This design comes from an exercise in tuning for small area, a short achievable clock period and few clock cycles on the open sky130 flow, not from production work.
RTL that was checked went through simulation tests only; none was proved equivalent to the original.
The RTL of runs 1 and 2 was laid out without a check of its function.
Power figures rest on the tool's default switching activity, not on a simulated workload.

### constraint.sdc
create_clock -name core_clock -period 5.0 [get_ports {clk}]
set_input_delay 1.0000 -clock core_clock [delete_from_list [all_inputs] [get_ports {clk}]]
set_output_delay 1.0000 -clock core_clock [all_outputs]
set_load 0.01 [all_outputs]
### standard.sh
#!/bin/bash
# synth_recipe.tcl (not shown) runs the flow's synth.tcl, then flattens the netlist and writes it again
# the make line also repeats each setting of config.mk as NAME=value (left out here)
make -C /OpenROAD-flow-scripts/flow DESIGN_CONFIG=/design/flow/config.mk WORK_HOME=/design/flow/orfs CLKGATE_MAP_FILE= SYNTH_SCRIPT=/design/flow/synth_recipe.tcl "${@:-finish}"
### flow/run.sh
#!/bin/bash
set -e
export BUFFER_PORTS_ARGS="-buffer_cell sky130_fd_sc_hd__buf_2"
bash standard.sh > standard.log 2>&1
### config.mk
export PLATFORM = sky130hd
export DESIGN_NAME = stupid_NN_layer1
export DESIGN_NICKNAME = stupid_NN_layer1
export VERILOG_FILES = /design/flow/design.v
export SDC_FILE = /design/flow/constraint.sdc
export NUM_CORES = 4
export LEC_CHECK = 0
export ABC_CLOCK_PERIOD_IN_PS = 2000
export CAP_MARGIN = 20
export CORE_MARGIN = 2
export CORE_UTILIZATION = 40
export CTS_BUF_LIST = sky130_fd_sc_hd__clkbuf_4 sky130_fd_sc_hd__clkbuf_8
export CTS_CLUSTER_DIAMETER = 100
export CTS_CLUSTER_SIZE = 30
export SETUP_SLACK_MARGIN = 3.0
export SLEW_MARGIN = 20
### design.v
module stupid_NN_layer1(
input clk,
input reset_n,
input waitrequest,
input ready,
input readdatavalid,
input [15:0] readdata,
output chipselect,
output [1:0] byteenable,
output reg done,
output reg read_n,
output reg write_n,
output reg [15:0] writedata,
output [31:0] address
);
localparam [16:0] WB  = 17'h0E249;      
localparam [7:0]  PBH = 8'h52;          
localparam [7:0]  PLH = 8'h83;          
localparam [9:0]  NB  = 10'h151;        
localparam [9:0]  NE  = 10'h151 + 10'd199;
assign chipselect = 1'b1;
assign byteenable = 2'b11;
reg st_boot, st_idle, st_p, st_w, st_wr, st_done;
reg rq, wq, dr, dr2;
reg [16:0] wa;         
reg [7:0]  ph;         
reg [9:0]  na;         
reg        ret;        
reg [2:0]  out;        
reg [3:0]  msk;        
reg [15:0] ml;         
reg [4:0]  p0, p1;     
reg [5:0]  term;
reg [13:0] acc;
reg [23:1] ad;         
wire acc_r = rq & ~waitrequest;
wire acc_w = wq & ~waitrequest;
wire adv   = (rq | wq) & ~waitrequest;    
wire rdv   = readdatavalid;
wire timer_end = wa[16] & wa[15] & wa[10] & wa[9] & wa[7] & wa[5];  
wire start = st_idle & ready;
wire node_end = (ph == PLH) & (wa[1:0] == 2'd0);
wire last_node = (na == NE);
wire cap = out[2] & out[1];
wire a_p  = (st_w & ~node_end) | (st_wr & ~last_node);
wire a_w  = st_p;
wire a_wr = st_w & node_end;
wire a_done = st_wr & last_node;
wire [16:0] wa_inc = wa + 17'd1;
wire [7:0]  ph_inc = ph + 8'd1;
wire [23:1] ad_nx = st_p ? {6'h3C, wa} :
                    (st_w & ~node_end) ? {13'h0050, (wa[1:0] == 2'd3) ? ph_inc : ph, wa_inc[1:0]} :
                    st_w ? {13'h0026, na} : {13'h0050, PBH, 2'b01};
always @(posedge clk) begin
  if (!reset_n) begin
    st_boot <= 1'b1; st_idle <= 1'b0; st_p <= 1'b0; st_w <= 1'b0;
    st_wr <= 1'b0; st_done <= 1'b0; rq <= 1'b0; wq <= 1'b0; dr <= 1'b0; dr2 <= 1'b0;
  end else begin
    st_boot <= st_boot & ~timer_end;
    st_idle <= (st_idle & ~ready) | (st_done & ~ready) | (st_boot & timer_end);
    st_done <= ready & (adv ? a_done : st_done);
    st_p  <= start | (adv ? a_p : st_p);
    st_w  <= adv ? a_w : st_w;
    st_wr <= adv ? a_wr : st_wr;
    rq <= start | (adv ? (a_p | a_w) & ~cap : (st_p | st_w) & ~cap);
    dr <= st_wr & (out == 3'd0);
    dr2 <= st_wr & dr;
    wq <= adv ? 1'b0 : st_wr & dr2;
  end
end
always @(posedge clk) begin
  if (!reset_n) wa <= 17'd0;
  else if (st_idle) wa <= WB;
  else if (st_boot) wa <= wa_inc;
  else wa <= (adv & st_w) ? wa_inc : wa;
  if (st_idle) ph <= PBH;
  else ph <= (adv & st_w) ? (node_end ? PBH : (wa[1:0] == 2'd3) ? ph_inc : ph) : ph;
  if (st_idle) na <= NB;
  else na <= (adv & st_wr) ? na + 10'd1 : na;
  if (st_idle) ad <= {13'h0050, PBH, 2'b01};
  else ad <= adv ? ad_nx : ad;
  if (st_idle) ret <= 1'b0;
  else if (rdv) ret <= ~ret;
  if (st_boot | st_idle) out <= 3'd0;
  else if (rdv) out <= acc_r ? out : out - 3'd1;
  else out <= acc_r ? out + 3'd1 : out;
end
always @(posedge clk) if (rdv & ~ret)
  msk <= {|readdata[15:12], |readdata[11:8], |readdata[7:4], |readdata[3:0]};
wire wv = rdv & ret;
always @(posedge clk) begin
  ml <= readdata & {{4{wv & msk[3]}}, {4{wv & msk[2]}}, {4{wv & msk[1]}}, {4{wv & msk[0]}}};
  p0 <= {ml[3], ml[3:0]} + {ml[7], ml[7:4]};
  p1 <= {ml[11], ml[11:8]} + {ml[15], ml[15:12]};
  term <= {p0[4], p0} + {p1[4], p1};
  if (start | acc_w) acc <= 14'd0;
  else acc <= acc + {{8{term[5]}}, term};
end
always @(*) begin
  done = st_done;
  read_n = ~rq;
  write_n = ~wq;
  writedata = {{2{acc[13]}}, acc};
end
assign address = {8'd0, ad, 1'b0};
endmodule
==> results.py, run 1 <==
metrics = {
    "clock_network": {
        "cts_buffer_depth": 2,
        "cts_tree": "yes",
        "cts_htree_levels": 4,
        "cts-buffers-inserted": 17,
        "clock_latency_ps": 460,
        "cts_sinks": 117,
        "cts_root_buf": "clkbuf_8",
        "cts.clk_slew.worst_paths_ps": 90,
    },
    "logic_synthesis": {
        "yosysWarnings": 1,
        "ys_async_sr_fraction_pct": 0,
        "ys_top_cells_by_area": "dfxtp_1 (40%), ha_1 (6.8%), xnor2_1 (4.3%)",
        "synth_top_area_share_pct": 39.61,
        "avgSynthCellArea_um2": 9.227,
        "synth-edff-count": 4,
        "ys_seq_elements": 117,
        "ys_types": 59,
        "synthFlopType": "dfxtp_1",
        "yosysTopAreaCell": "dfxtp_1",
        "netlist_area_mm2": 0.005712,
        "yosysSeqAreaShare_pct": 41.71,
        "syn-instance-count": 619,
    },
    "placement": {
        "port_buffers": 60,
        "gp_congestion": 0.8381,
        "hpwl_um": 8537,
        "placed_cell_area_mm2": 0.006097,
        "pre_cts_slack_ps": 2443,
        "placedCellCount": 828,
    },
    "power_and_ir_drop": {
        "power_mw": 3.169,
        "p_sw_share_pct": 35.30,
        "seq_power_share_pct": 38.1,
        "combPwrFrac_pct": 35.6,
        "ir_worst_vdd_v": 0.0002324,
        "p_leak_nw": 2.907,
        "clkPwrFrac_pct": 26.2,
        "switching_power_mw": 1.119,
        "power_density_mw_per_mm2": 473.2,
        "intPower_mw": 2.051,
    },
    "routing": {
        "ant_nets": 0,
        "vias_per_cell": 5.228,
        "wl_per_cell_um": 14.51,
        "routed_wl_um": 12680,
        "drt_iter0_markers": 356,
        "dr.pass1.iters": 5,
        "num_vias": 4569,
        "drc_errors": 0,
    },
    "floorplan": {
        "die_area_mm2": 0.01525,
        "start_util_pct": 40.99,
        "io-pin-count": 75,
        "core-area_mm2": 0.01393,
        "die_y_um": 123.5,
        "die_x_um": 123.5,
        "rows": 43,
    },
    "sta": {
        "max-slew-margin-rel_pct": 34.47,
        "setup_viol": 0,
        "post-route-period-util_pct": 39.85,
        "tns_ps": 0,
        "postLayoutSetupSlackWorst_ps": 3008,
        "hold_ws_ps": 454.2,
        "min_period_ps": 1992,
        "rsz0062_at_grt": "yes",
        "tightest_slew_ps": 976.4,
        "max_freq_mhz": 501.9,
        "hold_viol": 0,
        "finalMaxSlewViolations": 0,
        "fin_skew_ps": 17.04,
    },
    "finish": {
        "syn2layout_area_growth_pct": 17.26,
        "mostFrequentLayoutCell": "dfxtp_1",
        "nets": 738,
        "fillers": 1319,
        "seqCellArea_mm2": 0.002401,
        "fin_area_mm2": 0.006698,
        "layout_common_cells": "dfxtp_1 (100), buf_2 (57), nand2_1 (41)",
        "n_antenna_cell": 0,
        "final_util_pct": 48.07,
        "finalNonFillerCells": 874,
        "multiInputGateArea_mm2": 0.003186,
        "drive_gt1_share_pct": 21.90,
    },
    "grt": {
        "grt_pass1_vias": 4387,
        "grt_max_degree": 52,
        "grt.total_usage_pct": 17.62,
        "grt_overflow": 0,
        "antenna_found_initial": 0,
        "grt_pass1_wl_um": 20890,
    },
    "worst_setup_path": {
        "rr_worst_depth": 7,
        "end_kind": "flop",
        "crit_type": "flop to flop",
        "critPathArrivalTime_ps": 2380,
        "cp_max_fo": 4,
        "crit_required_ps": 5380,
        "startpoint_type": "flop",
    },
    "flow_run": {
        "maxCapViolCount": 0,
    },
    "worst_hold_path": {
        "hold_class": "flop to flop",
        "worstHoldPathCells": 1,
    },
    "status": {
        "status": "timing/DRC/antenna clean",
    },
}
[per-layer routing]
metal	part of all wire, %	GRT usage (%)	up-vias
met1	48	23.41	2156
met5	0	0	-
met4	2.1	8.239	0
met3	4.4	4.566	21
li1	-	-	2283
met2	45	26.68	109
[path summary, 6_finish.rpt]
check / slack (ps) / end / startpoint
setup reg to reg: 3010 / acc[10]$_SDFF_PP0_ / acc[0]$_SDFF_PP0_
hold reg to reg: 450 / wq$_SDFF_PP0_ / dr2$_SDFF_PN0_
setup / recovery: 3010 / acc[10]$_SDFF_PP0_ / acc[0]$_SDFF_PP0_
hold / removal: 450 / wq$_SDFF_PP0_ / dr2$_SDFF_PN0_
[sequential cells by signal, indices dropped and copies added, names as in the netlist]
name     cells
st_boot      1
dr           1
ph           8
ret          1
dr2          1
st_wr        1
p1           5
p0           5
out          3
term         6
ad          18
wa          17
st_p         1
rq           1
st_idle      1
msk          4
st_w         1
wq           1
ml          16
st_done      1
na          10
acc         14
[worst max-delay path, stage by stage (launching register included)]
cell and delay [ps]:
dfxtp_2 340, ha_4 170, fa_2 390, a21o_1 210, a221oi_4 350, a211oi_2 140, o21a_1 190, nor3_1 150
[cell usage after synthesis (17+ instances only)]
master and count:
nand2_1 42, dfxtp_1 113, and2_1 29, xnor2_1 28, a21oi_1 37, buf_4 20, ha_1 31, xor2_1 19
o21ai_0 20, a21o_1 17, nor2_1 41, clkbuf_1 18, inv_1 21, nand3_1 18
[power groups by stage]
stage	registers (mW)	logic [mW]	clock network [mW]
6_report	1.21	1.13	0.831
5_1_grt	1.23	1.27	0.903
4_1_cts	1.21	1.07	0.855
3_5_place_dp	1.22	1.02	0
3_3_place_gp	1.22	1.00	0
2_1_floorplan	1.24	0.780	0
[area by class of cell]
cell class                      instances  area share [%]
Multi-Input combinational cell        450           47.56
Sequential cell                       117           35.85
Timing Repair Buffer                   74           6.333
Clock buffer                           17           3.493
Tap cell                              180           3.363
Clock inverter                         15           2.148
Inverter                               21           1.252
[cell families after synthesis]
family                   count (synthesis)  synth area share, %
flip-flops                             117                41.71
multiplexers                             8                1.468
adder cells (fa/ha/maj)                 36                8.543
AO/OA/AOI/OAI                          131                15.12
buffers and inverters                   66                5.980
XOR/XNOR                                47                7.207
AND/OR/NAND/NOR                        212                19.85
other                                    2               0.1315
[timing repair]
| item | 4_1_cts | 5_1_grt |
|---|---|---|
| gates cloned | 1 | 1 |
| pin swaps | 3 | 13 |
| gates resized for setup | 17 | 17 |
| hold buffers | 0 | 0 |
| setup endpoints to repair | 26 | 18 |
| buffers inserted | 3 | 9 |
==> run 2, diff against run 1 <==
==> design.v (replaced) <==
module stupid_NN_layer1(
input clk,
input reset_n,
input waitrequest,
input ready,
input readdatavalid,
input [15:0] readdata,
output chipselect,
output [1:0] byteenable,
output reg done,
output reg read_n,
output reg write_n,
output reg [15:0] writedata,
output [31:0] address
);
localparam [16:0] WB  = 17'h0E249;      
localparam [7:0]  PBH = 8'h52;          
localparam [7:0]  PLH = 8'h83;          
localparam [9:0]  NB  = 10'h151;        
localparam [9:0]  NE  = 10'h151 + 10'd198;
assign chipselect = 1'b1;
assign byteenable = 2'b11;
reg st_boot, st_idle, st_p, st_w, st_wr, st_done;
reg kc;                
reg rq, wq, dr, dr2, dr3;
reg wa_done, wb_done;  
reg [16:0] wa;         
reg [7:0]  ph;         
reg [9:0]  na;         
reg [1:0]  ret;        
reg [2:0]  out;        
reg [3:0]  msk;        
reg [15:0] ml;         
reg [4:0]  p0, p1;     
reg [5:0]  term;
reg mv, pv, tv;        
reg mn, pn, tn;        
reg hd;                
reg [13:0] r0, r1;     
reg [5:0]  sk;         
reg        skv;
reg [23:1] ad;         
wire adv   = (rq | wq) & ~waitrequest;    
wire acc_r = rq & ~waitrequest;
wire rdv   = readdatavalid;
wire timer_end = wa[16] & wa[15] & wa[10] & wa[9] & wa[7] & wa[5];  
wire start = st_idle & ready;
wire node_end = (ph == PLH) & (wa[1:0] == 2'd0);
wire last_pair = (na == NE);
wire cap = out[2] & out[1];
wire pair_done = st_wr & (hd ? wa_done : wb_done);   
wire a_p  = (st_w & kc & ~node_end) | (pair_done & ~last_pair);
wire a_w  = st_p | (st_w & ~kc);
wire a_wr = (st_w & kc & node_end) | (st_wr & ~pair_done);
wire a_done = pair_done & last_pair;
wire [16:0] wa_inc = wa + 17'd1;
wire [16:0] wa_nx  = wa + 17'd196;
wire [7:0]  ph_inc = ph + 8'd1;
wire [9:0]  na_inc = na + 10'd1;
wire [23:1] ad_nx = st_p ? {6'h3C, wa} :
                    (st_w & ~kc) ? {6'h3C, wa_nx} :
                    {13'h0050, (wa[1:0] == 2'd3) ? ph_inc : ph, wa_inc[1:0]};
always @(posedge clk) begin
  if (!reset_n) begin
    st_boot <= 1'b1; st_idle <= 1'b0; st_p <= 1'b0; st_w <= 1'b0; kc <= 1'b0;
    st_wr <= 1'b0; st_done <= 1'b0; rq <= 1'b0; wq <= 1'b0;
    dr <= 1'b0; dr2 <= 1'b0; dr3 <= 1'b0; wa_done <= 1'b0; wb_done <= 1'b0;
  end else begin
    st_boot <= st_boot & ~timer_end;
    st_idle <= (st_idle & ~ready) | (st_done & ~ready) | (st_boot & timer_end);
    st_done <= ready & (adv ? a_done : st_done);
    st_p  <= start | (adv ? a_p : st_p);
    st_w  <= adv ? a_w : st_w;
    kc    <= adv ? st_w & ~kc : kc;
    st_wr <= adv ? a_wr : st_wr;
    rq <= start | (adv ? (a_p | a_w) & ~cap : (st_p | st_w) & ~cap);
    dr <= st_wr & (out == 3'd0);
    dr2 <= st_wr & dr;
    dr3 <= st_wr & dr2;
    wq <= (adv ? a_wr : st_wr) & dr3 & (hd ? ~wa_done : ~wb_done) & ~(adv & pair_done);
    if (adv & st_wr & ~pair_done) begin
      if (hd) wb_done <= 1'b1; else wa_done <= 1'b1;
    end else if (adv & pair_done) begin
      wa_done <= 1'b0; wb_done <= 1'b0;
    end
  end
end
always @(posedge clk) begin
  if (!reset_n) wa <= 17'd0;
  else if (st_idle) wa <= WB;
  else if (st_boot | (adv & st_w & kc)) wa <= wa_inc;
  else if (adv & pair_done) wa <= wa_nx;
  if (st_idle | (adv & st_w & kc & node_end)) ph <= PBH;
  else if (adv & st_w & kc & (wa[1:0] == 2'd3)) ph <= ph_inc;
  if (st_idle) na <= NB;
  else if (adv & pair_done) na <= na + 10'd2;
  if (st_idle | (adv & pair_done)) ad <= {13'h0050, PBH, 2'b01};
  else if (st_wr) ad <= {13'h0026, hd ? na : na_inc};
  else if (adv) ad <= ad_nx;
  if (st_idle) ret <= 2'd0;
  else if (rdv) ret <= {ret == 2'd1, ret == 2'd0};
  if (st_boot | st_idle) out <= 3'd0;
  else if (rdv) out <= acc_r ? out : out - 3'd1;
  else out <= acc_r ? out + 3'd1 : out;
end
always @(posedge clk) if (rdv && ret == 2'd0)
  msk <= {|readdata[15:12], |readdata[11:8], |readdata[7:4], |readdata[3:0]};
always @(posedge clk) begin
  ml <= readdata & {{4{msk[3]}}, {4{msk[2]}}, {4{msk[1]}}, {4{msk[0]}}};
  mv <= rdv & (ret != 2'd0);
  mn <= ret[1];
  p0 <= {ml[3], ml[3:0]} + {ml[7], ml[7:4]};
  p1 <= {ml[11], ml[11:8]} + {ml[15], ml[15:12]};
  pv <= mv; pn <= mn;
  term <= {p0[4], p0} + {p1[4], p1};
  tv <= pv; tn <= pn;
end
wire now = tv & (tn == hd);
wire [5:0] addend = skv ? sk : now ? term : 6'd0;
always @(posedge clk) begin
  if (!reset_n) begin hd <= 1'b0; skv <= 1'b0; end
  else begin hd <= ~hd; skv <= tv & ~now; end
  sk <= term;
  r0 <= r1;
  r1 <= (st_boot | (st_wr & adv)) ? 14'd0 : r0 + {{8{addend[5]}}, addend};
end
always @(*) begin
  done = st_done;
  read_n = ~rq;
  write_n = ~wq;
  writedata = {{2{r0[13]}}, r0};
end
assign address = {8'd0, ad, 1'b0};
endmodule
==> run 2 against run 1 <==
Against the previous run:
- global-route usage increased by 1.4 points
- maximum frequency fell by 14%
- clock power rose by 6.7%
- sequential cell count up 32
- clock-buffer cell count up 1
- cell count increased by 26%
- design area up 28%
- sequential share of layout area grew 0.18 points
- power fell by 12%
==> results.py, run 2 <==
metrics = {
    "clock_network": {
        "cts_tree": "yes",
        "cts_root_buf": "clkbuf_8",
        "clock_latency_ps": 460,
        "cts_htree_levels": 4,
        "hold_buffers": 0,
        "cts_buffer_depth": 2,
        "cts-buffers-inserted": 17,
        "cts_sinks": 149,
        "cts.clk_slew.worst_paths_ps": 90,
    },
    "logic_synthesis": {
        "avgSynthCellArea_um2": 8.904,
        "ys_seq_elements": 149,
        "syn-instance-count": 797,
        "yosysTopAreaCell": "dfxtp_1",
        "yosys-top-cells-count": "dfxtp_1 (145), nor2_1 (67), nand2_1 (65)",
        "synth.most_common_cell": "dfxtp_1",
        "ys_async_sr_fraction_pct": 0,
        "synth-edff-count": 4,
        "netlist_area_mm2": 0.007097,
        "yosysSeqAreaShare_pct": 42.60,
        "ys_top_cells_by_area": "dfxtp_1 (41%), ha_1 (5.5%), a21oi_1 (4.2%)",
        "yosysWarnings": 1,
        "synthFlopType": "dfxtp_1",
        "synth_top_area_share_pct": 40.90,
        "ys_types": 72,
    },
    "sta": {
        "max-slew-margin-rel_pct": 54.72,
        "post-route-period-util_pct": 46.47,
        "rsz0062_at_grt": "yes",
        "setup_viol": 0,
        "max_freq_mhz": 430.4,
        "tns_ps": 0,
        "fin_skew_ps": 12.16,
        "hold_viol": 0,
        "postLayoutSetupSlackWorst_ps": 2676,
        "tightest_slew_ps": 674.0,
        "min_period_ps": 2324,
        "finalMaxSlewViolations": 0,
    },
    "grt": {
        "antenna_found_initial": 0,
        "grt_overflow": 0,
        "grt.total_usage_pct": 19.00,
        "grt_max_degree": 25,
        "grt_pass1_vias": 5324,
        "grt_pass1_wl_um": 27860,
    },
    "worst_setup_path": {
        "rrSetupSlack_ps": 2680,
        "startpoint_type": "flop",
        "cp_max_fo": 5,
        "end_kind": "flop",
        "slowest_stage": "a2111o_1",
        "crit_required_ps": 5380,
        "crit_chain": "xnor2_4 > and2_4 > nand2_2 > o21ai_2 > ha_1 > a21oi_2 > a2bb2oi_2 > o211ai_1 > a2111o_1 > o21ai_1",
        "critPathMaxStageDelay_ps": 420,
        "r2r-end": "r1[13]$_SDFF_PP0_",
        "timing.rr.start": "hd$_SDFF_PN0_",
        "critPathArrivalTime_ps": 2710,
        "crit_type": "flop to flop",
        "crit_family": "compound AO/OA/AOI/OAI gates",
        "crit_buf_inv": 0,
        "rr_worst_depth": 10,
    },
    "finish": {
        "multiInputGateArea_mm2": 0.004033,
        "fillers": 1657,
        "top_register": "ad",
        "n_antenna_cell": 0,
        "seqCellArea_mm2": 0.003078,
        "nets": 924,
        "biggestRegsByFlops": "ad (18), ml (16), wa (16)",
        "mostFrequentLayoutCell": "dfxtp_1",
        "drive_gt1_share_pct": 26.59,
        "syn2layout_area_growth_pct": 20.38,
        "layout_common_cells": "dfxtp_1 (111), nor2_1 (66), nand2_1 (61)",
        "largest_reg_flops": 18,
    },
    "floorplan": {
        "core-area_mm2": 0.01730,
        "die_x_um": 137.2,
        "die_area_mm2": 0.01882,
        "start_util_pct": 41.03,
        "io-pin-count": 75,
        "rows": 48,
        "die_y_um": 137.2,
    },
    "power_and_ir_drop": {
        "power_density_mw_per_mm2": 325.8,
        "p_leak_nw": 3.371,
        "ir_worst_vdd_v": 0.0001921,
    },
    "worst_hold_path": {
        "min_from": "r1[1]$_SDFF_PP0_",
        "hold_path_end": "r0[1]$_DFF_P_",
        "worstHoldPathCells": 0,
        "hold_class": "flop to flop",
    },
    "routing": {
        "wl_per_cell_um": 15.48,
        "vias_per_cell": 5.286,
        "routed_wl_um": 17100,
        "drc_errors": 0,
        "drt_iter0_markers": 378,
        "dr.pass1.iters": 5,
        "ant_nets": 0,
        "num_vias": 5841,
    },
    "placement": {
        "gp_congestion": 0.8624,
        "pre_cts_slack_ps": 2092,
        "hpwl_um": 11740,
        "port_buffers": 60,
    },
    "flow_run": {
        "maxCapViolCount": 0,
    },
    "status": {
        "status": "timing/DRC/antenna clean",
    },
}
[run 2: repair_timing]
item / in CTS / in global routing
buffers inserted: 23 / 8
gates cloned: 2 / 1
gates resized for setup: 48 / 48
pin swaps: 23 / 9
setup endpoints to repair: 59 / 52
[run 2: power breakdown]
part,total (mW),switching (mW),internal (mW)
sequential,1.43,0.0821,1.34
combinational,0.470,0.235,0.235
clock,0.887,0.516,0.371
[run 2: worst max-delay path by stage]
| stage | from | end | slack, ps | depth (start not counted) |
|---|---|---|---|---|
| 2_1_floorplan | waitrequest | wa[15]$_SDFFE_PN0P_ | 2750 | 6 |
| 3_3_place_gp | waitrequest | wa[15]$_SDFFE_PN0P_ | 2110 | 6 |
| 3_5_place_dp | waitrequest | wa[15]$_SDFFE_PN0P_ | 2090 | 6 |
| 4_1_cts | hd$_SDFF_PN0_ | r1[13]$_SDFF_PP0_ | 2660 | 9 |
| 5_1_grt | hd$_SDFF_PN0_ | r1[13]$_SDFF_PP0_ | 2480 | 9 |
| 6_report | hd$_SDFF_PN0_ | r1[13]$_SDFF_PP0_ | 2680 | 10 |
[run 2: layer usage]
layer | routed length, um | vias up | GRT usage (%)
met2 | 7768 | 184 | 29.93
met4 | 245 | 0 | 5.727
met3 | 1081 | 27 | 4.415
met5 | 0 | - | 0
met1 | 8007 | 2703 | 25.90
li1 | - | 2927 | -
[run 2: logic make-up (layout without fill, tap and decap cells)]
logic type / after synthesis / after routing / synth area share, %
mux: 10 / 10 / 1.781
xor+xnor: 52 / 52 / 6.418
compound gates: 183 / 186 / 16.54
fa+ha+maj: 36 / 36 / 6.876
buf+inv: 92 / 160 / 6.400
simple gates: 273 / 273 / 19.29
other cells: 2 / 14 / 0.1058
flops: 149 / 149 / 42.60
[run 2: area by class of cell]
| class | count | share of cell area, % |
|---|---|---|
| clock buffer | 18 | 2.827 |
| clock inverter | 14 | 1.626 |
| inverter | 33 | 1.655 |
| multi-input combinational | 571 | 47.20 |
| sequential | 149 | 36.03 |
| tap | 225 | 3.295 |
| timing repair buffer | 95 | 7.367 |
[run 2: worst register-to-register path: stages (launching register included)]
cell and delay (ps):
dfxtp_4 370, xnor2_4 200, and2_4 210, nand2_2 60
o21ai_2 150, ha_1 260, a21oi_2 200, a2bb2oi_2 180
o211ai_1 130, a2111o_1 420, o21ai_1 90
[run 2: per-stage QoR]
step           hold slack, ps  instance area [um2]  power (mW)  util, %  instances
6_report                326.2                 8543       2.784    49.39       1105
5_1_grt                 325.5                 8543       2.948    49.39       1105
4_1_cts                 326.2                 8353       2.799    48.29       1096
3_5_place_dp            313.6                 7611       1.859    44.00       1039
3_3_place_gp            310.7                 7611       1.851    44.00       1039
2_1_floorplan           309.6                 7345       1.741        -        809
==> run 3, diff against run 2 <==
--- a/design.v
+++ b/design.v
@@ -32,11 +32,11 @@
 reg [3:0]  msk;        
 reg [15:0] ml;         
 reg [4:0]  p0, p1;     
-reg [5:0]  term;
-reg mv, pv, tv;        
-reg mn, pn, tn;        
+reg mv, pv;            
+reg mn, pn;            
 reg hd;                
 reg [13:0] r0, r1;     
+reg [5:0]  ta;         
 reg [5:0]  sk;         
 reg        skv;
 reg [23:1] ad;         
@@ -88,8 +88,8 @@
 always @(posedge clk) begin
   if (!reset_n) wa <= 17'd0;
   else if (st_idle) wa <= WB;
-  else if (st_boot | (adv & st_w & kc)) wa <= wa_inc;
-  else if (adv & pair_done) wa <= wa_nx;
+  else if (st_boot) wa <= wa_inc;
+  else wa <= adv ? ((st_w & kc) ? wa_inc : pair_done ? wa_nx : wa) : wa;
   if (st_idle | (adv & st_w & kc & node_end)) ph <= PBH;
   else if (adv & st_w & kc & (wa[1:0] == 2'd3)) ph <= ph_inc;
   if (st_idle) na <= NB;
@@ -112,17 +112,15 @@
   p0 <= {ml[3], ml[3:0]} + {ml[7], ml[7:4]};
   p1 <= {ml[11], ml[11:8]} + {ml[15], ml[15:12]};
   pv <= mv; pn <= mn;
-  term <= {p0[4], p0} + {p1[4], p1};
-  tv <= pv; tn <= pn;
 end
-wire now = tv & (tn == hd);
-wire [5:0] addend = skv ? sk : now ? term : 6'd0;
+wire [5:0] term = {p0[4], p0} + {p1[4], p1};
 always @(posedge clk) begin
   if (!reset_n) begin hd <= 1'b0; skv <= 1'b0; end
-  else begin hd <= ~hd; skv <= tv & ~now; end
+  else begin hd <= ~hd; skv <= pv & (skv | (pn == hd)); end
   sk <= term;
+  ta <= skv ? sk : (pv & (pn != hd)) ? term : 6'd0;
   r0 <= r1;
-  r1 <= (st_boot | (st_wr & adv)) ? 14'd0 : r0 + {{8{addend[5]}}, addend};
+  r1 <= (st_boot | (st_wr & adv)) ? 14'd0 : r0 + {{8{ta[5]}}, ta};
 end
 always @(*) begin
   done = st_done;
==> run 3 against run 2 <==
Against the previous run:
- critical endpoint is now r1[12]$_SDFF_PP0_
- highest routed layer unchanged
- worst setup slack better by 260 ps
- utilization is 0.66 points lower
- via count is 1.1% lower
==> results.py, run 3 <==
metrics = {
    "power_and_ir_drop": {
        "seq_power_share_pct": 51.4,
        "p_leak_nw": 3.409,
        "clkPwrFrac_pct": 37.6,
        "p_sw_share_pct": 27.68,
        "power_density_mw_per_mm2": 312.2,
        "intPower_mw": 1.883,
        "power_mw": 2.604,
        "ir_worst_vdd_v": 0.0002166,
        "switching_power_mw": 0.7207,
        "combPwrFrac_pct": 11.0,
    },
    "routing": {
        "ant_nets": 0,
        "wl_per_cell_um": 15.89,
        "drc_errors": 0,
        "num_vias": 5776,
        "vias_per_cell": 5.368,
        "drt_iter0_markers": 462,
        "dr.pass1.iters": 5,
        "routed_wl_um": 17100,
    },
    "sta": {
        "rsz0062_at_grt": "yes",
        "fin_skew_ps": 12.42,
        "post-route-period-util_pct": 41.26,
        "max_freq_mhz": 484.7,
        "tightest_slew_ps": 739.6,
        "finalMaxSlewViolations": 0,
        "postLayoutSetupSlackWorst_ps": 2937,
        "setup_viol": 0,
        "tns_ps": 0,
        "min_period_ps": 2063,
        "hold_viol": 0,
        "max-slew-margin-rel_pct": 50.51,
    },
    "worst_setup_path": {
        "crit_required_ps": 5390,
        "startpoint_type": "flop",
        "r2r-end": "r1[12]$_SDFF_PP0_",
        "rrSetupSlack_ps": 2940,
        "rr_worst_depth": 7,
        "critPathArrivalTime_ps": 2450,
        "timing.rr.start": "r0[0]$_DFF_P_",
        "crit_type": "flop to flop",
        "cp_max_fo": 2,
        "end_kind": "flop",
    },
    "floorplan": {
        "core-area_mm2": 0.01712,
        "start_util_pct": 40.56,
        "die_x_um": 135.7,
        "rows": 48,
        "io-pin-count": 75,
        "die_area_mm2": 0.01843,
        "die_y_um": 135.7,
    },
    "clock_network": {
        "clock_latency_ps": 460,
        "cts-buffers-inserted": 17,
        "cts_htree_levels": 4,
        "cts_root_buf": "clkbuf_8",
        "cts_tree": "yes",
        "cts.clk_slew.worst_paths_ps": 90,
        "cts_sinks": 147,
        "cts_buffer_depth": 2,
    },
    "logic_synthesis": {
        "yosys-top-cells-count": "dfxtp_1 (143), nor2_1 (80), a21oi_1 (57)",
        "ys_seq_elements": 147,
        "synth-edff-count": 4,
        "yosysWarnings": 1,
        "netlist_area_mm2": 0.006943,
        "ys_types": 71,
        "synth_top_area_share_pct": 41.23,
        "avgSynthCellArea_um2": 9.052,
        "syn-instance-count": 767,
        "yosysSeqAreaShare_pct": 42.96,
        "synth.most_common_cell": "dfxtp_1",
        "ys_top_cells_by_area": "dfxtp_1 (41%), ha_1 (5.6%), xnor2_1 (4.5%)",
        "ys_async_sr_fraction_pct": 0,
        "yosysTopAreaCell": "dfxtp_1",
        "synthFlopType": "dfxtp_1",
    },
    "finish": {
        "biggestRegsByFlops": "ad (18), ml (16), wa (16)",
        "layout_common_cells": "dfxtp_1 (108), nor2_1 (78), a21oi_1 (51)",
        "final_util_pct": 48.74,
        "syn2layout_area_growth_pct": 20.15,
        "largest_reg_flops": 18,
        "top_register": "ad",
        "n_antenna_cell": 0,
        "drive_gt1_share_pct": 25.38,
        "mostFrequentLayoutCell": "dfxtp_1",
        "finalNonFillerCells": 1076,
        "nets": 895,
    },
    "placement": {
        "port_buffers": 60,
        "gp_congestion": 0.8691,
        "placedCellCount": 1011,
        "hpwl_um": 11500,
        "pre_cts_slack_ps": 1951,
    },
    "worst_hold_path": {
        "hold_class": "flop to flop",
        "worstHoldPathCells": 0,
        "hold_path_end": "r0[0]$_DFF_P_",
        "min_from": "r1[0]$_SDFF_PP0_",
    },
    "grt": {
        "grt_use_met3_pct": 4.265,
        "use_met1_pct": 24.95,
        "grt_max_degree": 38,
        "busiest_layer": "met2",
        "grt_pass1_vias": 5208,
        "grt_use_met2_pct": 27.72,
        "grt.total_usage_pct": 18.19,
        "grt_pass1_wl_um": 26390,
        "grt_overflow": 0,
        "antenna_found_initial": 0,
    },
    "flow_run": {
        "maxCapViolCount": 0,
    },
    "status": {
        "status": "timing/DRC/antenna clean",
    },
}
==> run 3: cell count changes in the layout (fill, tap and decap cells not counted), moves of 6 or more <==
cell,previous run,this run
ha_1,21,28
o21ai_2,7,0
nand2_1,61,48
inv_1,29,21
o21ai_0,32,25
nor2_1,66,78
nand4_1,19,10
a22o_1,0,6
==> run 3: cell families (layout without fill, tap and decap cells) <==
kind of cell               Yosys count  count (layout)  synth area share [%]
AOI/OAI and AO/OA                  168             170                 16.11
xor gates and xnor gates            54              54                 6.812
other                                2              14                0.1082
DFF                                147             147                 42.96
muxes                               12              12                 1.820
buffers and inverters               82             150                 5.713
adders and majority gates           36              36                 7.028
and+or+nand+nor                    266             268                 19.44
==> run 3: how the worst max path moves through the flow <==
stage	to	slack [ps]	depth (start not counted)	start
after floorplan	wa[16]$_SDFFE_PP0P_	2640	6	waitrequest
after global placement	wa[13]$_SDFFE_PN0P_	1950	6	waitrequest
after detailed placement	wa[13]$_SDFFE_PN0P_	1950	6	waitrequest
after CTS	wa[13]$_SDFFE_PN0P_	2800	6	waitrequest
after global routing	r1[12]$_SDFF_PP0_	2820	7	r0[0]$_DFF_P_
final	r1[12]$_SDFF_PP0_	2940	7	r0[0]$_DFF_P_
==> run 3: metal layers <==
layer | wire (um) | up-vias
li1 | - | 2840
met1 | 8254 | 2695
met2 | 7413 | 207
met3 | 1035 | 34
met4 | 393 | 0
met5 | 0 | -
==> run 3: repair_timing <==
item                                    CTS  global route
endpoints found under the setup margin   72            61
buffers inserted                          6            23
gates cloned                              0             4
pin swaps                                 7            16
hold endpoints to repair                  0             0
resized for setup                        51            41
hold buffers                              0             0
==> run 3: area by class of cell <==
type	instances	area [um2]
fill	1622	8775
multi-input combinational	554	3879
sequential	147	3044
timing repair buffer	93	626.9
tap	225	281.5
clock buffer	17	234.0
clock inverter	15	182.7
inverter	25	93.84
==> run 3: per-stage QoR <==
stage / area (um2) / hold slack, ps
after floorplan: 7079 / 309.6
after global placement: 7361 / 309.9
after detailed placement: 7361 / 312.1
after CTS: 7983 / 331.2
after global routing: 8342 / 333.9
final: 8342 / 329.8
==> run 3: worst max-delay path, stage by stage (launching register included) <==
cell      delay, ps
dfxtp_4         360
ha_4            160
fa_2            360
a21o_1          200
a221oi_4        310
a21oi_2         100
o41ai_2         270
mux2i_1         230
==> run 3: power groups by stage <==
stage	Clock (mW)	Sequential, mW	Combinational, mW
2_1_floorplan	0	1.35	0.224
3_3_place_gp	0	1.36	0.271
3_5_place_dp	0	1.36	0.276
4_1_cts	1.00	1.34	0.282
5_1_grt	1.06	1.35	0.329
6_report	0.979	1.34	0.287
Testbench counts of run 3, summed over its fixed seeds: cycles 1,436,315.
==> run 4, diff against run 3 <==
--- a/config.mk
+++ b/config.mk
@@ -12,5 +12,5 @@
 export CTS_BUF_LIST = sky130_fd_sc_hd__clkbuf_4 sky130_fd_sc_hd__clkbuf_8
 export CTS_CLUSTER_DIAMETER = 100
 export CTS_CLUSTER_SIZE = 30
-export SETUP_SLACK_MARGIN = 3.0
+export SETUP_SLACK_MARGIN = 2.7
 export SLEW_MARGIN = 20
==> run 4 against run 3 <==
Against the previous run:
- still clean
- hold slack worse by 15 ps
- register-to-register slack worse by 150 ps
- combinational power down 4%
- cell count down 2.5%
- sequential power about the same
- critical path type is now primary input to flop
- critical endpoint is now wa[13]$_SDFFE_PN0P_
- largest cell class unchanged
==> results.py, run 4 <==
metrics = {
    "finish": {
        "syn2layout_area_growth_pct": 13.75,
        "largest_reg_flops": 18,
        "nets": 868,
        "layout_common_cells": "dfxtp_1 (138), nor2_1 (79), buf_2 (60)",
        "multiInputGateArea_mm2": 0.003715,
        "fin_area_mm2": 0.007898,
        "seqCellArea_mm2": 0.002989,
        "fillers": 1664,
        "biggestRegsByFlops": "ad (18), ml (16), wa (16)",
        "drive_gt1_share_pct": 16.63,
        "finalNonFillerCells": 1049,
        "n_antenna_cell": 0,
        "mostFrequentLayoutCell": "dfxtp_1",
        "top_register": "ad",
    },
    "placement": {
        "gp_congestion": 0.8686,
        "hpwl_um": 11490,
        "port_buffers": 60,
        "placed_cell_area_mm2": 0.007313,
        "placedCellCount": 1011,
    },
    "sta": {
        "setup_viol": 0,
        "tightest_slew_ps": 681.3,
        "min_period_ps": 2246,
        "fin_skew_ps": 17.08,
        "max_freq_mhz": 445.3,
        "finalMaxSlewViolations": 0,
        "post-route-period-util_pct": 44.91,
        "hold_viol": 0,
        "max-slew-margin-rel_pct": 54.23,
        "rsz0062_at_grt": "yes",
        "tns_ps": 0,
    },
    "clock_network": {
        "cts_htree_levels": 4,
        "cts-buffers-inserted": 17,
        "cts_sinks": 147,
        "cts.clk_slew.worst_paths_ps": 90,
        "cts_root_buf": "clkbuf_8",
        "cts_buffer_depth": 2,
        "clock_latency_ps": 460,
        "cts_tree": "yes",
    },
    "logic_synthesis": {
        "ys_async_sr_fraction_pct": 0,
        "ys_types": 71,
        "ys_seq_elements": 147,
        "synth_top_area_share_pct": 41.23,
        "avgSynthCellArea_um2": 9.052,
        "synth.most_common_cell": "dfxtp_1",
        "yosysTopAreaCell": "dfxtp_1",
        "syn-instance-count": 767,
        "yosys-top-cells-count": "dfxtp_1 (143), nor2_1 (80), a21oi_1 (57)",
        "yosysWarnings": 1,
        "ys_top_cells_by_area": "dfxtp_1 (41%), ha_1 (5.6%), xnor2_1 (4.5%)",
        "netlist_area_mm2": 0.006943,
        "synthFlopType": "dfxtp_1",
        "yosysSeqAreaShare_pct": 42.96,
        "synth-edff-count": 4,
    },
    "floorplan": {
        "io-pin-count": 75,
        "die_x_um": 135.7,
        "core-area_mm2": 0.01712,
        "start_util_pct": 40.56,
        "die_y_um": 135.7,
        "rows": 48,
        "die_area_mm2": 0.01843,
    },
    "power_and_ir_drop": {
        "combPwrFrac_pct": 10.4,
        "power_mw": 2.645,
        "p_leak_nw": 3.238,
        "switching_power_mw": 0.6760,
        "ir_worst_vdd_v": 0.0001739,
        "clkPwrFrac_pct": 39.0,
        "seq_power_share_pct": 50.6,
        "intPower_mw": 1.969,
        "p_sw_share_pct": 25.56,
        "power_density_mw_per_mm2": 334.9,
    },
    "routing": {
        "dr.pass1.iters": 4,
        "drc_errors": 0,
        "num_vias": 5543,
        "ant_nets": 0,
        "vias_per_cell": 5.284,
        "routed_wl_um": 15930,
        "wl_per_cell_um": 15.18,
        "drt_iter0_markers": 299,
    },
    "worst_setup_path": {
        "critPathArrivalTime_ps": 2590,
        "crit_required_ps": 5340,
        "timing.rr.start": "r0[0]$_DFF_P_",
        "slowest_stage": "o21ba_4",
        "cp_max_fo": 24,
        "startpoint_type": "primary input",
        "cp_common_cell": "o31a_1",
        "rrSetupSlack_ps": 2790,
        "crit_chain": "buf_2 > o21ba_4 > nand3_4 > a21o_1 > o31a_1 > o31a_1",
        "startpoint": "waitrequest",
        "end_kind": "flop",
        "crit_type": "primary input to flop",
        "critPathMaxStageDelay_ps": 420,
    },
    "grt": {
        "grt_max_degree": 26,
        "grt.total_usage_pct": 18.36,
        "grt_pass1_wl_um": 26540,
        "antenna_found_initial": 0,
        "grt_overflow": 0,
        "grt_pass1_vias": 5232,
    },
    "status": {
        "status": "timing/DRC/antenna clean",
    },
    "worst_hold_path": {
        "min_from": "r1[4]$_SDFF_PP0_",
        "hold_class": "flop to flop",
    },
    "flow_run": {
        "maxCapViolCount": 0,
    },
}
==> run 4: cell counts after synthesis <==
Identical to the previous run, type by type.
==> run 4: layout make-up <==
class | instances | share of cell area, %
flip-flops and latches | 147 | 37.85
clock inverters | 14 | 2.551
clock buffers | 18 | 3.058
inverters | 25 | 1.188
repair buffers | 70 | 4.753
multi-input cells | 550 | 47.04
well taps | 225 | 3.565
==> run 4: worst max-delay path: cells and delay by family <==
| kind | cells | cell delay (ps) |
|---|---|---|
| compound gates | 4 | 1220 |
| simple gates | 1 | 240 |
| buf+inv | 1 | 120 |
==> run 4: logic make-up after synthesis <==
kind of cell / Yosys count / share of synthesized area (%)
adder cells (fa/ha/maj): 36 / 7.028
AND/OR/NAND/NOR: 266 / 19.44
XOR/XNOR: 54 / 6.812
multiplexers: 12 / 1.820
AO/OA/AOI/OAI: 168 / 16.11
other: 2 / 0.1082
flip-flops: 147 / 42.96
buffers and inverters: 82 / 5.713
==> run 4: what timing repair did <==
item                       4_1_cts  5_1_grt
cloned                           0        0
pin swaps                        0        5
hold buffers                     0        0
setup endpoints to repair       32       23
resized for setup                8       16
setup buffers                    0        6
==> run 4: power groups by stage <==
stage / Combinational [mW] / Sequential, mW / Clock [mW]
2_1_floorplan: 0.223 / 1.35 / 0
3_3_place_gp: 0.270 / 1.36 / 0
3_5_place_dp: 0.274 / 1.37 / 0
4_1_cts: 0.277 / 1.34 / 1.06
5_1_grt: 0.321 / 1.35 / 1.11
6_report: 0.275 / 1.34 / 1.03
==> run 4: final timing paths <==
| kind | end | cells after the start |
|---|---|---|
| worst min-delay path | r0[4]$_DFF_P_ | 0 |
| worst max-delay path | wa[13]$_SDFFE_PN0P_ | 6 |
| worst min register to register | r0[4]$_DFF_P_ | 0 |
| worst max register to register | r1[12]$_SDFF_PP0_ | 7 |
==> run 4: metrics by stage <==
step,worst slack [ps],utilization (%),hold slack [ps]
finish,2754,46.14,314.5
global route,2677,46.14,333.2
CTS,2673,45.57,323.6
detailed placement,1775,42.73,312.1
global placement,1790,42.73,310.5
floorplan,2644,-,309.6
==> run 4: per-layer routing <==
layer	track usage, %	wire length [um]
met1	25.36	7686
met2	27.95	7093
met4	7.118	328
met3	4.078	819
met5	0	0
==> run 5, diff against run 4 <==
==> flow/run.sh (replaced) <==
#!/bin/bash
set -e
export BUFFER_PORTS_ARGS="-buffer_cell sky130_fd_sc_hd__buf_2"
export CTS_ARGS="-sink_clustering_enable -repair_clock_nets -sink_clustering_size 30 -sink_clustering_max_diameter 100 -buf_list {sky130_fd_sc_hd__clkbuf_4 sky130_fd_sc_hd__clkbuf_8} -dont_use_dummy_load"
bash standard.sh > standard.log 2>&1
--- a/config.mk
+++ b/config.mk
@@ -12,5 +12,5 @@
 export CTS_BUF_LIST = sky130_fd_sc_hd__clkbuf_4 sky130_fd_sc_hd__clkbuf_8
 export CTS_CLUSTER_DIAMETER = 100
 export CTS_CLUSTER_SIZE = 30
-export SETUP_SLACK_MARGIN = 2.7
+export SETUP_SLACK_MARGIN = 3.3
 export SLEW_MARGIN = 20
==> run 5 against run 4 <==
Against the previous run:
- still clean
- hold slack got worse by 17 ps
- global-route usage rose by 1.5 points
- non-clock buffer count rose by 80
- sequential power barely moved
- power fell by 11%
- utilization rose by 9.3 points
- synthesized cell count did not move
- critical endpoint is now writedata[0]
==> results.py, run 5 <==
metrics = {
    "logic_synthesis": {
        "ys_seq_elements": 147,
        "synth-edff-count": 4,
        "yosysTopAreaCell": "dfxtp_1",
        "ys_top_cells_by_area": "dfxtp_1 (41%), ha_1 (5.6%), xnor2_1 (4.5%)",
        "synth_top_area_share_pct": 41.23,
        "yosys-top-cells-count": "dfxtp_1 (143), nor2_1 (80), a21oi_1 (57)",
        "synth.most_common_cell": "dfxtp_1",
        "synthFlopType": "dfxtp_1",
        "netlist_area_mm2": 0.006943,
        "ys_async_sr_fraction_pct": 0,
        "avgSynthCellArea_um2": 9.052,
        "yosysWarnings": 1,
        "yosysSeqAreaShare_pct": 42.96,
        "ys_types": 71,
        "syn-instance-count": 767,
    },
    "grt": {
        "grt_max_degree": 38,
        "grt_overflow": 0,
        "grt_pass1_wl_um": 28900,
        "antenna_found_initial": 0,
        "grt.total_usage_pct": 19.91,
        "grt_pass1_vias": 5739,
    },
    "sta": {
        "tns_ps": 0,
        "min_period_ps": 2029,
        "fin_skew_ps": 24.83,
        "setup_viol": 0,
        "rsz0062_at_grt": "yes",
        "max_freq_mhz": 492.8,
        "finalMaxSlewViolations": 0,
        "post-route-period-util_pct": 40.58,
        "hold_viol": 0,
    },
    "placement": {
        "hpwl_um": 11410,
        "placedCellCount": 1012,
        "gp_congestion": 0.8850,
        "port_buffers": 60,
    },
    "clock_network": {
        "cts_tree": "yes",
        "cts_sinks": 147,
        "clock_latency_ps": 460,
        "cts_buffer_depth": 2,
        "cts_htree_levels": 4,
        "cts-buffers-inserted": 17,
        "cts.clk_slew.worst_paths_ps": 80,
        "cts_root_buf": "clkbuf_8",
    },
    "finish": {
        "biggestRegsByFlops": "ad (18), ml (16), wa (16)",
        "nets": 949,
        "n_antenna_cell": 0,
        "drive_gt1_share_pct": 39.21,
        "top_register": "ad",
        "largest_reg_flops": 18,
        "fillers": 1488,
        "mostFrequentLayoutCell": "dfxtp_1",
        "seqCellArea_mm2": 0.003094,
        "finalNonFillerCells": 1115,
        "layout_common_cells": "dfxtp_1 (90), buf_4 (68), nor2_1 (63)",
        "multiInputGateArea_mm2": 0.004388,
        "syn2layout_area_growth_pct": 36.69,
    },
    "worst_setup_path": {
        "crit_type": "flop to primary output",
        "end_kind": "primary output",
        "cp_max_fo": 2,
        "rr_worst_depth": 7,
        "startpoint_type": "flop",
        "crit_required_ps": 4000,
        "critPathArrivalTime_ps": 1030,
    },
    "floorplan": {
        "core-area_mm2": 0.01712,
        "die_x_um": 135.7,
        "die_y_um": 135.7,
        "die_area_mm2": 0.01843,
        "start_util_pct": 40.56,
        "io-pin-count": 75,
        "rows": 48,
    },
    "worst_hold_path": {
        "worstHoldPathCells": 0,
        "hold_class": "flop to flop",
    },
    "power_and_ir_drop": {
        "p_leak_nw": 3.795,
        "ir_worst_vdd_v": 0.0001810,
        "power_mw": 2.352,
        "power_density_mw_per_mm2": 247.8,
    },
    "routing": {
        "drc_errors": 0,
        "wl_per_cell_um": 16.40,
        "drt_iter0_markers": 450,
        "dr.pass1.iters": 6,
        "routed_wl_um": 18280,
        "vias_per_cell": 5.456,
        "num_vias": 6083,
        "ant_nets": 0,
    },
    "flow_run": {
        "maxCapViolCount": 0,
    },
    "status": {
        "status": "timing/DRC/antenna clean",
    },
}
-- run 5: final timing paths --
kind | from | to | slack [ps]
setup reg to reg | r0[1]$_DFF_P_ | r1[11]$_SDFF_PP0_ | 2990
setup / recovery | r0[0]$_DFF_P_ | writedata[0] | 2970
hold reg to reg | r1[9]$_SDFF_PP0_ | r0[9]$_DFF_P_ | 300
hold / removal | r1[9]$_SDFF_PP0_ | r0[9]$_DFF_P_ | 300
-- run 5: metal layers --
| metal | share of wire, % | GRT usage [%] | vias to the layer above |
|---|---|---|---|
| li1 | - | - | 2922 |
| met4 | 3.5 | 8.507 | 0 |
| met3 | 6.9 | 4.078 | 63 |
| met1 | 45 | 26.64 | 2816 |
| met5 | 0 | 0 | - |
| met2 | 45 | 31.20 | 282 |
-- run 5: kinds of logic (layout without fill, tap and decap cells) --
group                      after synthesis  in the layout  synth area share (%)
muxes                                   12             12                 1.820
buffers and inverters                   82            192                 5.713
other                                    2             14                0.1082
xor gates and xnor gates                54             54                 6.812
AOI/OAI and AO/OA                      168            169                 16.11
and+or+nand+nor                        266            266                 19.44
adders and majority gates               36             36                 7.028
DFF                                    147            147                 42.96
-- run 5: cell type report --
type / count / area share [%]
inverters: 25 / 1.213
well taps: 225 / 2.966
flip-flops and latches: 147 / 32.60
repair buffers: 150 / 14.52
clock buffers: 17 / 2.465
multi-input cells: 551 / 46.24
-- run 5: what timing repair did --
action | 4_1_cts | 5_1_grt
hold buffers | 0 | 0
gates resized for setup | 195 | 83
pin swaps | 56 | 36
setup endpoints to repair | 105 | 98
buffers inserted | 61 | 24
cloned | 1 | 0
-- run 5: report_power, final --
group / switching, mW / internal [mW]
registers: 0.0652 / 1.27
logic: 0.161 / 0.174
clock network: 0.378 / 0.299
-- run 5: stage by stage --
stage,util [%],cell area [um2],hold WS (ps),worst slack (ps)
finish,55.45,9490,297.5,2971
floorplan,-,7194,309.5,2645
global route,55.45,9490,296.0,2825
global placement,43.61,7465,310.7,2182
detailed placement,43.61,7465,312.1,2161
CTS,52.44,8976,298.9,3005
-- run 5: critical path: stages, from the launching register on --
cell,delay [ps]
dfxtp_4,350
buf_4,140
buf_6,110
==> run 6, diff against run 5 <==
--- a/config.mk
+++ b/config.mk
@@ -8,9 +8,9 @@
 export ABC_CLOCK_PERIOD_IN_PS = 2000
 export CAP_MARGIN = 20
 export CORE_MARGIN = 2
-export CORE_UTILIZATION = 40
+export CORE_UTILIZATION = 60
 export CTS_BUF_LIST = sky130_fd_sc_hd__clkbuf_4 sky130_fd_sc_hd__clkbuf_8
 export CTS_CLUSTER_DIAMETER = 100
 export CTS_CLUSTER_SIZE = 30
-export SETUP_SLACK_MARGIN = 3.3
+export SETUP_SLACK_MARGIN = 3.0
 export SLEW_MARGIN = 20
==> run 6 against run 5 <==
Against the previous run:
- power down 2.0%
- worst setup slack worse by 26 ps
- maximum frequency down 1.3%
==> results.py, run 6 <==
metrics = {
    "status": {
        "status": "timing/DRC/antenna clean",
    },
    "floorplan": {
        "io-pin-count": 75,
        "start_util_pct": 61.07,
        "die_y_um": 111.6,
        "rows": 39,
        "die_x_um": 111.6,
        "core-area_mm2": 0.01137,
        "die_area_mm2": 0.01245,
    },
    "placement": {
        "hpwl_um": 11380,
        "placed_cell_area_mm2": 0.007236,
        "port_buffers": 60,
        "pre_cts_slack_ps": 1891,
        "gp_congestion": 0.9194,
    },
    "finish": {
        "mostFrequentLayoutCell": "dfxtp_1",
        "nets": 895,
        "layout_common_cells": "dfxtp_1 (120), nor2_1 (78), buf_2 (58)",
        "syn2layout_area_growth_pct": 15.50,
        "biggestRegsByFlops": "ad (18), ml (16), wa (16)",
        "fillers": 916,
        "fin_area_mm2": 0.008019,
        "n_antenna_cell": 0,
        "drive_gt1_share_pct": 23.33,
        "largest_reg_flops": 18,
        "top_register": "ad",
    },
    "logic_synthesis": {
        "ys_seq_elements": 147,
        "ys_top_cells_by_area": "dfxtp_1 (41%), ha_1 (5.6%), xnor2_1 (4.5%)",
        "yosysTopAreaCell": "dfxtp_1",
        "synth_top_area_share_pct": 41.23,
        "yosysWarnings": 1,
        "ys_async_sr_fraction_pct": 0,
        "syn-instance-count": 767,
        "yosysSeqAreaShare_pct": 42.96,
        "ys_types": 71,
        "synth.most_common_cell": "dfxtp_1",
        "avgSynthCellArea_um2": 9.052,
        "netlist_area_mm2": 0.006943,
        "synthFlopType": "dfxtp_1",
        "yosys-top-cells-count": "dfxtp_1 (143), nor2_1 (80), a21oi_1 (57)",
        "synth-edff-count": 4,
    },
    "worst_setup_path": {
        "crit_buf_inv": 1,
        "startpoint_type": "primary input",
        "crit_family": "compound AO/OA/AOI/OAI gates",
        "cp_common_cell": "o31a_1",
        "timing.rr.start": "ta[0]$_DFF_P_",
        "end_kind": "flop",
        "crit_type": "primary input to flop",
        "cp_max_fo": 8,
        "critPathArrivalTime_ps": 2380,
        "slowest_stage": "o21ba_4",
        "r2r-end": "r1[12]$_SDFF_PP0_",
        "critPathMaxStageDelay_ps": 310,
        "crit_required_ps": 5330,
        "rr_worst_depth": 7,
        "crit_chain": "buf_8 > o21ba_4 > a21oi_4 > a21o_1 > o31a_1 > o31a_1",
        "rrSetupSlack_ps": 3000,
    },
    "routing": {
        "ant_nets": 0,
        "num_vias": 5834,
        "drc_errors": 0,
        "route.layer.met1.wl_um": 7366,
        "vias_per_cell": 5.959,
        "dr.pass1.iters": 5,
        "route.met3.wl_um": 1366,
        "drt_iter0_markers": 432,
        "routed_wl_um": 16560,
        "dr.max_layer_used": "met4",
        "wl_per_cell_um": 16.92,
        "wl_met2_um": 7605,
    },
    "sta": {
        "finalMaxSlewViolations": 0,
        "fin_skew_ps": 33.24,
        "postLayoutSetupSlackWorst_ps": 2945,
        "rsz0062_at_grt": "yes",
        "hold_ws_ps": 326.2,
        "tns_ps": 0,
        "max-slew-margin-rel_pct": 51.92,
        "setup_viol": 0,
        "hold_viol": 0,
        "post-route-period-util_pct": 41.11,
        "min_period_ps": 2055,
        "tightest_slew_ps": 715.6,
        "max_freq_mhz": 486.5,
    },
    "clock_network": {
        "cts_htree_levels": 4,
        "cts_sinks": 147,
        "cts_tree": "yes",
        "cts-buffers-inserted": 17,
        "cts.clk_slew.worst_paths_ps": 60,
        "cts_buffer_depth": 2,
        "clock_latency_ps": 450,
        "cts_root_buf": "clkbuf_8",
    },
    "grt": {
        "grt_pass1_wl_um": 26480,
        "grt_pass1_vias": 5427,
        "grt_overflow": 0,
        "grt_max_degree": 37,
        "grt.total_usage_pct": 26.52,
        "antenna_found_initial": 0,
    },
    "worst_hold_path": {
        "hold_class": "flop to flop",
        "hold_path_end": "r0[10]$_DFF_P_",
        "min_from": "r1[10]$_SDFF_PP0_",
        "worstHoldPathCells": 0,
    },
    "power_and_ir_drop": {
        "power_mw": 2.306,
        "ir_worst_vdd_v": 0.0002364,
        "p_leak_nw": 3.298,
        "power_density_mw_per_mm2": 287.5,
    },
    "flow_run": {
        "maxCapViolCount": 0,
    },
}
-- run 6: what timing repair did --
action,4_1_cts,5_1_grt
resized for setup,40,36
gates cloned,1,1
setup buffers,15,19
endpoints found under the setup margin,65,48
hold buffers,0,0
pin swaps,9,18
-- run 6: metrics by stage --
stage | util, % | std cells
3_3_place_gp | 63.64 | 926
2_1_floorplan | - | 779
5_1_grt | 70.53 | 979
4_1_cts | 68.17 | 959
3_5_place_dp | 63.64 | 926
6_report | 70.53 | 979
-- run 6: cell type report --
cell class,instances,area [um2],area share [%]
multi-input cells,552,3889,48.49
flip-flops and latches,147,3032,37.81
repair buffers,95,591.8,7.380
clock buffers,17,234.0,2.918
well taps,143,178.9,2.231
inverters,25,93.84,1.170
-- run 6: power by group --
group	switching (mW)	total [mW]	internal [mW]	leakage, nW
registers	0.0623	1.34	1.28	1.21
logic	0.150	0.290	0.140	1.96
clock network	0.378	0.677	0.299	0.122
total	0.590	2.31	1.72	3.30
-- run 6: cells by family after synthesis --
| family | after synthesis | synth area share [%] |
|---|---|---|
| and+or+nand+nor | 266 | 19.44 |
| xor gates and xnor gates | 54 | 6.812 |
| adders and majority gates | 36 | 7.028 |
| other | 2 | 0.1082 |
| AOI/OAI and AO/OA | 168 | 16.11 |
| DFF | 147 | 42.96 |
| buffers and inverters | 82 | 5.713 |
| muxes | 12 | 1.820 |
-- run 6: worst max-delay path by stage --
| stage | from | end | slack [ps] | cells after the start |
|---|---|---|---|---|
| after CTS | r0[0]$_DFF_P_ | r1[12]$_SDFF_PP0_ | 2910 | 7 |
| after global placement | waitrequest | wa[13]$_SDFFE_PN0P_ | 1950 | 6 |
| after detailed placement | waitrequest | wa[13]$_SDFFE_PN0P_ | 1890 | 6 |
| after global routing | r0[0]$_DFF_P_ | r1[12]$_SDFF_PP0_ | 2900 | 7 |
| after floorplan | waitrequest | wa[16]$_SDFFE_PP0P_ | 2640 | 6 |
| final | waitrequest | wa[13]$_SDFFE_PN0P_ | 2940 | 6 |
-- run 6: metal layers --
layer	GRT usage [%]	vias to the layer above
li1	-	2816
met1	35.44	2742
met2	41.87	250
met3	8.111	26
met4	7.654	0
met5	0	-
==> run 7, diff against run 6 <==
--- a/config.mk
+++ b/config.mk
@@ -8,7 +8,7 @@
 export ABC_CLOCK_PERIOD_IN_PS = 2000
 export CAP_MARGIN = 20
 export CORE_MARGIN = 2
-export CORE_UTILIZATION = 60
+export CORE_UTILIZATION = 40
 export CTS_BUF_LIST = sky130_fd_sc_hd__clkbuf_4 sky130_fd_sc_hd__clkbuf_8
 export CTS_CLUSTER_DIAMETER = 100
 export CTS_CLUSTER_SIZE = 30
==> run 7 against run 6 <==
Against the previous run:
- sequential share of layout area down 0.18 points
- maximum frequency up 1.5%
- cell count up 8.0%
- design area up 0.47%
==> results.py, run 7 <==
metrics = {
    "status": {
        "status": "timing/DRC/antenna clean",
    },
    "worst_setup_path": {
        "end_kind": "primary output",
        "crit_type": "flop to primary output",
        "critPathArrivalTime_ps": 1030,
        "crit_required_ps": 4000,
        "startpoint_type": "flop",
        "cp_max_fo": 2,
    },
    "finish": {
        "drive_gt1_share_pct": 22.12,
        "largest_reg_flops": 18,
        "seqCellArea_mm2": 0.003032,
        "syn2layout_area_growth_pct": 16.04,
        "top_register": "ad",
        "multiInputGateArea_mm2": 0.003875,
        "biggestRegsByFlops": "ad (18), ml (16), wa (16)",
        "mostFrequentLayoutCell": "dfxtp_1",
        "layout_common_cells": "dfxtp_1 (120), nor2_1 (78), buf_2 (57)",
        "n_antenna_cell": 0,
        "fillers": 1655,
        "nets": 891,
        "fin_area_mm2": 0.008056,
    },
    "routing": {
        "drt_iter0_markers": 408,
        "num_vias": 5700,
        "ant_nets": 0,
        "drc_errors": 0,
        "dr.pass1.iters": 5,
        "vias_per_cell": 5.393,
        "routed_wl_um": 16990,
        "wl_per_cell_um": 16.07,
    },
    "sta": {
        "max-slew-margin-rel_pct": 50.12,
        "tightest_slew_ps": 745.5,
        "fin_skew_ps": 28.38,
        "postLayoutSetupSlackWorst_ps": 2974,
        "min_period_ps": 2026,
        "hold_ws_ps": 326.5,
        "rsz0062_at_grt": "yes",
        "tns_ps": 0,
        "hold_viol": 0,
        "post-route-period-util_pct": 40.51,
        "finalMaxSlewViolations": 0,
        "setup_viol": 0,
        "max_freq_mhz": 493.7,
    },
    "logic_synthesis": {
        "ys_top_cells_by_area": "dfxtp_1 (41%), ha_1 (5.6%), xnor2_1 (4.5%)",
        "syn-instance-count": 767,
        "synth-edff-count": 4,
        "synthFlopType": "dfxtp_1",
        "ys_async_sr_fraction_pct": 0,
        "ys_seq_elements": 147,
        "yosysWarnings": 1,
        "yosysTopAreaCell": "dfxtp_1",
        "synth.most_common_cell": "dfxtp_1",
        "avgSynthCellArea_um2": 9.052,
        "netlist_area_mm2": 0.006943,
        "synth_top_area_share_pct": 41.23,
        "yosysSeqAreaShare_pct": 42.96,
        "ys_types": 71,
        "yosys-top-cells-count": "dfxtp_1 (143), nor2_1 (80), a21oi_1 (57)",
    },
    "grt": {
        "grt_pass1_wl_um": 26700,
        "grt_pass1_vias": 5227,
        "grt.total_usage_pct": 18.51,
        "antenna_found_initial": 0,
        "grt_max_degree": 38,
        "grt_overflow": 0,
    },
    "clock_network": {
        "cts_htree_levels": 4,
        "cts_tree": "yes",
        "cts-buffers-inserted": 17,
        "cts_root_buf": "clkbuf_8",
        "hold_buffers": 0,
        "cts_sinks": 147,
        "cts_buffer_depth": 2,
        "cts.clk_slew.worst_paths_ps": 60,
        "clock_latency_ps": 460,
    },
    "floorplan": {
        "core-area_mm2": 0.01712,
        "die_x_um": 135.7,
        "start_util_pct": 40.56,
        "die_area_mm2": 0.01843,
        "die_y_um": 135.7,
        "io-pin-count": 75,
        "rows": 48,
    },
    "power_and_ir_drop": {
        "p_leak_nw": 3.288,
        "power_mw": 2.299,
        "power_density_mw_per_mm2": 285.4,
        "ir_worst_vdd_v": 0.0002091,
    },
    "worst_hold_path": {
        "hold_class": "flop to flop",
    },
    "placement": {
        "hpwl_um": 11500,
        "pre_cts_slack_ps": 1951,
        "placed_cell_area_mm2": 0.007361,
        "gp_congestion": 0.8691,
        "port_buffers": 60,
    },
    "flow_run": {
        "maxCapViolCount": 0,
    },
}
==> run 7: path summary, 6_finish.rpt <==
path / from / slack [ps] / to / cells after the start
max reg2reg: r0[0]$_DFF_P_ / 2990 / r1[12]$_SDFF_PP0_ / 7
min: r1[0]$_SDFF_PP0_ / 330 / r0[0]$_DFF_P_ / 0
min reg2reg: r1[0]$_SDFF_PP0_ / 330 / r0[0]$_DFF_P_ / 0
max: r0[0]$_DFF_P_ / 2970 / writedata[0] / 2
==> run 7: cells by family after synthesis <==
kind of cell	share of synthesized area, %
AO/OA/AOI/OAI	16.11
XOR/XNOR	6.812
adder cells (fa/ha/maj)	7.028
buffers and inverters	5.713
flip-flops	42.96
multiplexers	1.820
other	0.1082
AND/OR/NAND/NOR	19.44
==> run 7: routing by layer <==
metal | track usage, % | share of wire (%) | vias up
met5 | 0 | 0 | -
met4 | 6.134 | 1.3 | 0
met3 | 4.564 | 6.5 | 20
met2 | 28.54 | 44 | 221
met1 | 25.39 | 48 | 2650
li1 | - | - | 2809
==> run 7: repair_timing <==
| action | CTS | global route |
|---|---|---|
| endpoints found under the setup margin | 65 | 46 |
| buffers inserted | 15 | 11 |
| gates resized for setup | 43 | 26 |
| pin swaps | 8 | 12 |
| cloned | 1 | 2 |
==> run 7: worst max-delay path, cell delays in order (launching register included) <==
cell,delay [ps]
dfxtp_4,350
buf_4,140
buf_6,110
==> run 7: power by group <==
part	internal (mW)	switching, mW
Combinational	0.138	0.146
Clock	0.299	0.378
Sequential	1.28	0.0610
==> run 7: metrics by stage <==
stage               cells  util, %
finish               1057    47.07
floorplan             779        -
global placement     1011    43.00
detailed placement   1011    43.00
CTS                  1044    45.91
global route         1057    47.07
==> run 7: final cells by class <==
class                      count  area share (%)
timing repair buffer          90           6.709
tap                          225           3.494
multi-input combinational    553           48.10
clock buffer                  17           2.904
inverter                      25           1.165
sequential                   147           37.63

## static timing again, ports no longer ideal
How much do the figures lean on ideal ports? The routed layouts below were timed once more, with nothing changed but the port constraints.
Step 1 assumes that a clkbuf_16 drives the clock port and a buf_2 every other input.
Step 2 also shifts input and output timing later by t, the mid clock arrival at the registers, as if the neighbouring blocks saw the same clock.
a / b / c = no drivers / after step 1 / after step 2; a / b = the first two.
| run | t, ns | setup WS [ns] | worst setup path after step 2 |
|---|---|---|---|
| run 1 | 0.487 | 3.008 / 3.001 / 2.605 | input to register |
| run 2 | 0.494 | 2.676 / 2.676 / 2.508 | input to register |
| run 3 | 0.489 | 2.937 / 2.925 / 2.480 | input to register |
| run 4 | 0.491 | 2.754 / 2.769 / 2.278 | input to register |
| run 5 | 0.480 | 2.971 / 2.933 / 2.527 | input to register |
| run 6 | 0.469 | 2.945 / 2.941 / 2.472 | input to register |
| run 7 | 0.480 | 2.974 / 2.935 / 2.513 | input to register |
After both steps setup and hold are still met in every run listed. The setup slack of run 4, which loses most, moves by +0.015 ns with the drivers and by -0.476 ns with both steps.
